Context: an optimization exercise on an open-source flow, tuned for small area, a short achievable clock period and few clock cycles. The choices shown serve that exercise and are no tape-out recipe.
Only simulation tests tie the RTL to the original design; equivalence was not proved.
Power and IR drop assume default switching activity.

File: flow/config.mk
export PLATFORM = sky130hd
export DESIGN_NAME = peak_finder_fp
export DESIGN_NICKNAME = peak_finder_fp
export VERILOG_FILES = /design/flow/design.v
export SDC_FILE = /design/flow/constraint.sdc
export NUM_CORES = 4
export LEC_CHECK = 0
export CAP_MARGIN = 20
export CORE_MARGIN = 2
export CORE_UTILIZATION = 40
export SLEW_MARGIN = 20
File: flow/constraint.sdc
create_clock -name core_clock -period 5.0 [get_ports {clk}]
set_input_delay 1.0000 -clock core_clock [delete_from_list [all_inputs] [get_ports {clk}]]
set_output_delay 1.0000 -clock core_clock [all_outputs]
set_load 0.01 [all_outputs]
File: flow/design.v
module fp_gt (
    input wire clk,
    input wire [31:0] a,
    input wire [31:0] b,
    input wire in_valid,
    output reg result
);
    wire a_nan = (a[30:23] == 8'hff) && (a[22:0] != 0);
    wire b_nan = (b[30:23] == 8'hff) && (b[22:0] != 0);
    wire a_zero = (a[30:23] == 8'h00);
    wire b_zero = (b[30:23] == 8'h00);
    wire [31:0] a_key = a_zero ? 32'h80000000 :
                        (a[31] ? ~a : {1'b1, a[30:0]});
    wire [31:0] b_key = b_zero ? 32'h80000000 :
                        (b[31] ? ~b : {1'b1, b[30:0]});
    wire gt_comb = !a_nan && !b_nan && (a_key > b_key);
    reg [2:0] v_pipe;
    reg [2:0] r_pipe;
    always @(posedge clk) begin
        v_pipe <= {v_pipe[1:0], in_valid};
        r_pipe <= {r_pipe[1:0], gt_comb};
        if (v_pipe[2])
            result <= r_pipe[2];
    end
endmodule
module peak_finder_fp (
    input clk,
    input rst_n,
    output reg [12:0] bram_addr,
    input wire [31 : 0] bram_data,
    output reg [0 : 0] web,
    output reg [6 : 0] addrb,
    output reg [44 : 0] dinb,
    input wire [31:0] threshold,
    input wire        start,
    output reg        done
);
    localparam IDLE = 4'd0, FETCH1 = 4'd1, FETCH2 = 4'd2, FETCH3 = 4'd3, WAIT_CMP = 4'd4,  CMP = 4'd5,
               STORE1 = 4'd6, STORE2 = 4'd7, NEXT = 4'd8, FINISH = 4'd9;
    reg [3:0] state;
    reg [5:0] peak_count;
    reg [13:0] a;
    reg [13:0] b;
    reg [2:0] offset;
    reg [2:0] load_bram_counter;
    reg [2:0] compare_counter;
    reg [12:0] current_index;
    reg [31:0] prev_val, curr_val, next_val;
    reg inputs_valid;
    wire gt1_result, gt2_result, gt_thresh_result;
    reg [2:0] ready;
    fp_gt cmp1 (.clk(clk), .a(curr_val), .b(prev_val), .in_valid(inputs_valid), .result(gt1_result));
    fp_gt cmp2 (.clk(clk), .a(curr_val), .b(next_val), .in_valid(inputs_valid), .result(gt2_result));
    fp_gt cmp3 (.clk(clk), .a(curr_val), .b(threshold), .in_valid(inputs_valid), .result(gt_thresh_result));
    always @(posedge clk) begin
        if (!rst_n) begin
            state <= IDLE;
            peak_count <= 0;
            a <= 14'd899;
            b <= 14'd904;
            prev_val <= 0;
            curr_val <= 0;
            next_val <= 0;
            offset <= 0;
            inputs_valid <=0;
            ready <= 3'b000;
            done <= 1'b0;
            load_bram_counter <= 0;
            compare_counter <= 0;
            web <= 1'b0;
            bram_addr <= 13'd0;
        end else begin
            case (state)
                IDLE: begin
                    peak_count <= 0;
                    a <= 14'd899;
                    b <= 14'd904;
                    prev_val <= 0;
                    curr_val <= 0;
                    next_val <= 0;
                    offset <= 0;
                    inputs_valid <=0;
                    ready <= 3'b000;
                    done <= 1'b0;
                    web <= 1'b0;
                    if (start) begin
                    current_index <= 13'd899;  
                    state <= FETCH1;
                    end
                end
                FETCH1: begin
                    if(load_bram_counter == 0) begin
                        bram_addr <= current_index -1;  
                        load_bram_counter <= load_bram_counter + 1'b1;
                    end 
                    else if(load_bram_counter == 1)
                        begin
                        load_bram_counter <= load_bram_counter + 1'b1;  
                        end
                    else if(load_bram_counter == 2)
                        begin
                        load_bram_counter <= load_bram_counter + 1'b1;  
                        end
                    else if(load_bram_counter == 3)
                        begin
                        prev_val <= bram_data;  
                        state <= FETCH2;  
                        load_bram_counter <= 0;  
                        end        
                end
                FETCH2: begin
                    if(load_bram_counter == 0) begin
                        bram_addr <= current_index;  
                        load_bram_counter <= load_bram_counter + 1'b1;
                    end 
                    else if(load_bram_counter == 1)
                        begin
                        load_bram_counter <= load_bram_counter + 1'b1;  
                        end
                    else if(load_bram_counter == 2)
                        begin
                        load_bram_counter <= load_bram_counter + 1'b1;  
                        end
                    else if(load_bram_counter == 3)
                        begin
                        curr_val <= bram_data;  
                        state <= FETCH3;  
                        load_bram_counter <= 0;  
                        end        
                end
                FETCH3: begin
                    if(load_bram_counter == 0) begin
                        bram_addr <= current_index+1;  
                        load_bram_counter <= load_bram_counter + 1'b1;
                    end 
                    else if(load_bram_counter == 1)
                        begin
                        load_bram_counter <= load_bram_counter + 1'b1;  
                        end
                    else if(load_bram_counter == 2)
                        begin
                        load_bram_counter <= load_bram_counter + 1'b1;  
                        end
                    else if(load_bram_counter == 3)
                        begin
                        next_val <= bram_data;  
                        load_bram_counter <= load_bram_counter + 1'b1;
                        end
                    else if(load_bram_counter == 4)
                        begin  
                        load_bram_counter <= 0;  
                        inputs_valid <= 1'b1;
                        ready <= 3'b111;
                        state <= WAIT_CMP;
                    end      
                end
                WAIT_CMP: begin
                    inputs_valid <= 1'b0;
                    if(compare_counter == 5) begin
                    compare_counter <= 0;
                    state <= CMP;
                    end
                    else begin
                    compare_counter <= compare_counter +1;
                    end
                end
                CMP: begin
                ready <= 3'b000;
                    if (gt1_result && gt2_result && gt_thresh_result) begin
                        inputs_valid <=0;
                        state <= STORE1;
                    end else begin
                        inputs_valid <=0;
                        state <= NEXT;
                        offset <= offset + 1;
                    end
                end
                STORE1: begin
                    addrb <= peak_count;
                    peak_count <= peak_count + 1;
                    if (peak_count == 6'd34) state <= FINISH;
                    else state <= STORE2;
                end
                STORE2: begin
                    dinb <= {current_index,curr_val};
                    web <= 1'b1;
                    state <= NEXT;
                    offset <= offset + 1;
                end
                NEXT: begin
                    web <= 1'b0;
                    if (a + offset == b) begin
                        a <= a + 14'd53;
                        b <= b + 14'd53;
                        current_index <= a;
                        offset <= 0;
                    end
                    if (a > 8187 || peak_count == 35) state <= FINISH;
                    else begin
                    current_index <= a + offset;
                    state <= FETCH1;
                    end
                end
                FINISH: begin
                        done <= 1'b1;
                        state <= IDLE;
                    end
            endcase
        end
    end
endmodule
File: flow/run.sh
#!/bin/bash
# synth_recipe.tcl (not shown) runs the flow's synth.tcl, then flattens the netlist and writes it again
# the make line also repeats each setting of config.mk as NAME=value (left out here)
make -C /OpenROAD-flow-scripts/flow DESIGN_CONFIG=/design/flow/config.mk WORK_HOME=/design/flow/orfs CLKGATE_MAP_FILE= SYNTH_SCRIPT=/design/flow/synth_recipe.tcl finish
==> run summary <==
* Final Skew at 0.0144 ns
* First-pass GRT wire length at 68.9 mm
* Max Clk Rate at 241 MHz
* Sw Ratio at 39.2%
* Starting DRC count in detailed routing at 1,046
* Clock-pin slew of the registers on the worst-case setup and hold paths at 0.07 ns
* Worst setup SP type: flop
* Fin nets at 1,978
* Most frequent cells in the layout: nand2_1, a21oi_1, dfxtp_1, clkdlybuf4s50_1, nand3_1
* CP bufs+invs at 1
* Final Max Tran Viols at 0
* Max cap viols at 0
* Seq pwr share at 34.3%
* Vias in the first global route at 12.2k
* Crit path cell chain: or4_1 -> nor2_2 -> buf_4 -> nor2_1 -> ha_1 -> nand4_1 -> nor3_1 -> nand4_1 -> or4_1 -> or2_2 -> o311ai_0 -> nor2_1
* Drt via density at 5.63
* Gpl congestion at 0.893
* Crit path max-delay cell type: or4_1
* GRT overflow at 0
* Fin Setup TNS at 0 ns
* Antenna viol nets, final at 0
* Resized cells post-CTS at 0
* Die height at 194 um
* Worst vdd ir at 0.260 mV
* Ports at 134
* Most common cell after layout, fill and taps aside: nand2_1
* Hold_sp: cmp3.v_pipe[1]
* Min-delay worst type: flop to flop
* Routed wl met3 at 2.46 mm
* Fraction of layout cells with a size suffix above 1 at 6.01%
* Vias at 12.8k
* CP delay by family, top: simple AND/OR/NAND/NOR gates
* Die area at 37,600 um2
* Utilization after layout at 48.0%
* Core area at 35,600 um2
* Final Setup Violations at 0
* Starting Density at 40.6%
* DR top layer: met4
* Final Power at 6.89 mW
* Fin cells at 2,277
* Global-route usage over all layers at 22.5%
* Dpl cells at 2,224
* Initial antenna violation count at 3
* Period utilisation layout at 83.1%
* Hold Vio Cnt, Final at 0
* Gate power share at 36.1%
* Mapped cell area at 14,400 um2
* Clock Latency Late Sink at 0.56 ns
* CTS sink cnt at 238
* Slew margin rel. at 29.2%
* Yosys reg bits at 238
* Drt drc at 0
* CP Capture Type: flop
* WS Path Type: flop to flop
* Mapped Avg Cell Area at 8.45 um2
* Post-layout minimum cycle time at 4.16 ns
* Reg2Reg Capture Point: cmp2.r_pipe[0]
* Total CTS buffers at 27
* Least-Margin Pin Slew at 1.06 ns
* CTS tree: built
* Post-CTS Setup Repair Bufs at 0
* Hold Crit Endpoint: cmp1.v_pipe[2]
* Largest net degree at the start of global routing at 99
* Crit-path max cell delay at 0.61 ns
* M1 wire length at 21.3 mm
* Unrepaired setup endpoints after global routing: no
* Hold Buf Count CTS at 0
* Pwr dens at 403 nW/um2
* Port Buffer Count at 132
* Worst hold path depth at 0
* Reg2reg start: curr_val[27]
* Mapped Nets at 1,895
* P_leak at 6.80 nW
* Fraction of registers with async set/reset at 0%
* Routed wl met2 at 18.8 mm
* Yosys cell types at 75
* Worst Path Arrival at 4.60 ns
* Post-DP HPWL at 31.7 mm
* Clock share of power at 29.6%
* Switch Pwr at 2.70 mW
* Post-synth EDFFs at 67
* Main synth FF type: dfxtp_1
* Cell internal pwr at 4.19 mW
* Worst EP required at 5.44 ns
* R2R depth at 12
* Rows at 69
* Wire length per cell at 19.1 um
* Cells after synthesis at 1,709
* DIE WIDTH at 194 um
* Clock Root Buffer: clkbuf_16
* Clock Tree Buf Depth at 3
* FF-to-FF setup slack at 0.84 ns
* DRT Pass-1 Iters at 5
* Layout area overhead at 18.3%
* Outcome: complete, no violations
* Worst Path Max Fanout at 30
* Htree depth at 1
* Post-Route WL at 43.4 mm
* Seq/Total Area, Yosys at 37.7%
* Warnings, synthesis at 2
## state kept, by name, summed over array words and instances, names as in the netlist, 2 cells and up
name,cells
prev_val,32
current_index,13
curr_val,32
next_val,32
offset,3
cmp1.r_pipe,3
addrb,6
a,14
dinb,45
peak_count,6
cmp3.r_pipe,3
compare_counter,3
state,4
b,14
load_bram_counter,3
cmp2.r_pipe,3
cmp3.v_pipe,2
bram_addr,13
## through the flow
stage	hold slack (ns)	setup WS, ns	area (um2)
finish	0.325	0.845	17100
global route	0.337	0.647	17100
CTS	0.326	0.866	17100
detailed placement	0.312	0.600	16200
global placement	0.311	0.668	16200
floorplan	0.310	1.18	14400
## power by group through the flow
stage | registers (mW) | logic [mW] | clock network [mW]
after CTS | 2.36 | 2.47 | 2.08
after global placement | 2.40 | 2.43 | 0
after floorplan | 2.33 | 1.70 | 0
after detailed placement | 2.40 | 2.46 | 0
final | 2.36 | 2.49 | 2.04
after global routing | 2.39 | 2.74 | 2.15
## how the worst max path moves through the flow
stage | from | end | slack [ns] | depth (start not counted)
after floorplan | threshold[31] | cmp3.r_pipe[0] | 1.18 | 13
after global placement | threshold[27] | cmp3.r_pipe[0] | 0.67 | 14
after detailed placement | threshold[27] | cmp3.r_pipe[0] | 0.60 | 14
after CTS | curr_val[27] | cmp2.r_pipe[0] | 0.87 | 12
after global routing | curr_val[27] | cmp2.r_pipe[0] | 0.65 | 12
final | curr_val[27] | cmp2.r_pipe[0] | 0.84 | 12
## area by class of cell
class | instances | area, um2
Tap cell | 461 | 577
Inverter | 29 | 111
Fill cell | 3428 | 18500
Sequential cell | 238 | 5440
Clock buffer | 32 | 714
Timing Repair Buffer | 158 | 1520
Antenna cell | 3 | 7.51
Multi-Input combinational cell | 1338 | 8510
Clock inverter | 18 | 191
## cell families after synthesis
kind of cell	share of synthesized area, %
AND/OR/NAND/NOR	21.4
AO/OA/AOI/OAI	16.1
flip-flops	37.7
XOR/XNOR	9.95
buffers and inverters	3.65
adder cells (fa/ha/maj)	10.6
multiplexers	0.564
other	0.0260
## synthesized netlist by cell type (all sizes together) (12+ instances only)
master / n / share of area, %
a211oi: 12 / 0.69
a21o: 45 / 2.3
a21oi: 180 / 6.3
a31oi: 19 / 0.82
and3: 13 / 0.56
buf: 30 / 0.97
clkbuf: 74 / 1.9
dfxtp: 171 / 24
edfxtp: 67 / 14
ha: 117 / 10
inv: 28 / 0.73
nand2: 256 / 6.7
nand3: 129 / 4.5
nand4: 39 / 1.7
nor2: 115 / 3.0
nor3: 21 / 0.76
nor4: 37 / 1.7
o21ai: 57 / 2.0
xnor2: 59 / 3.6
xor2: 105 / 6.4
## per-layer routing
layer,GRT usage (%),up-vias
li1,-,6265
met1,33.8,6114
met2,33.6,373
met3,3.20,57
met4,6.09,0
met5,0,-
Testbench counts, summed over its fixed seeds: cycles 384,358.

-- port drivers added, routing unchanged --
In the flow no input, the clock included, has a driving cell. The finished layout below was timed again as built, in two steps.
Step 1: set_driving_cell puts a clkbuf_16 on clk and a buf_2 on each other input, an assumption about the parent block.
Step 2 moves the port delays by t, midway between the first and last clock arrival at a register: inputs arrive t later, outputs are due t later. That takes back most of the time a late clock gives input paths.
a / b / c = no drivers / after step 1 / after step 2; a / b = the first two.
shift t [ns]: 0.610
setup WS [ns]: 0.845 / 0.845 / 0.629
worst setup path at the end: input to register
worst slew at a driven data input, ns: 0.07
After both steps setup and hold are still met in this run. For this run, drivers alone change the setup slack by 0.000 ns; drivers and shift together by -0.216 ns.
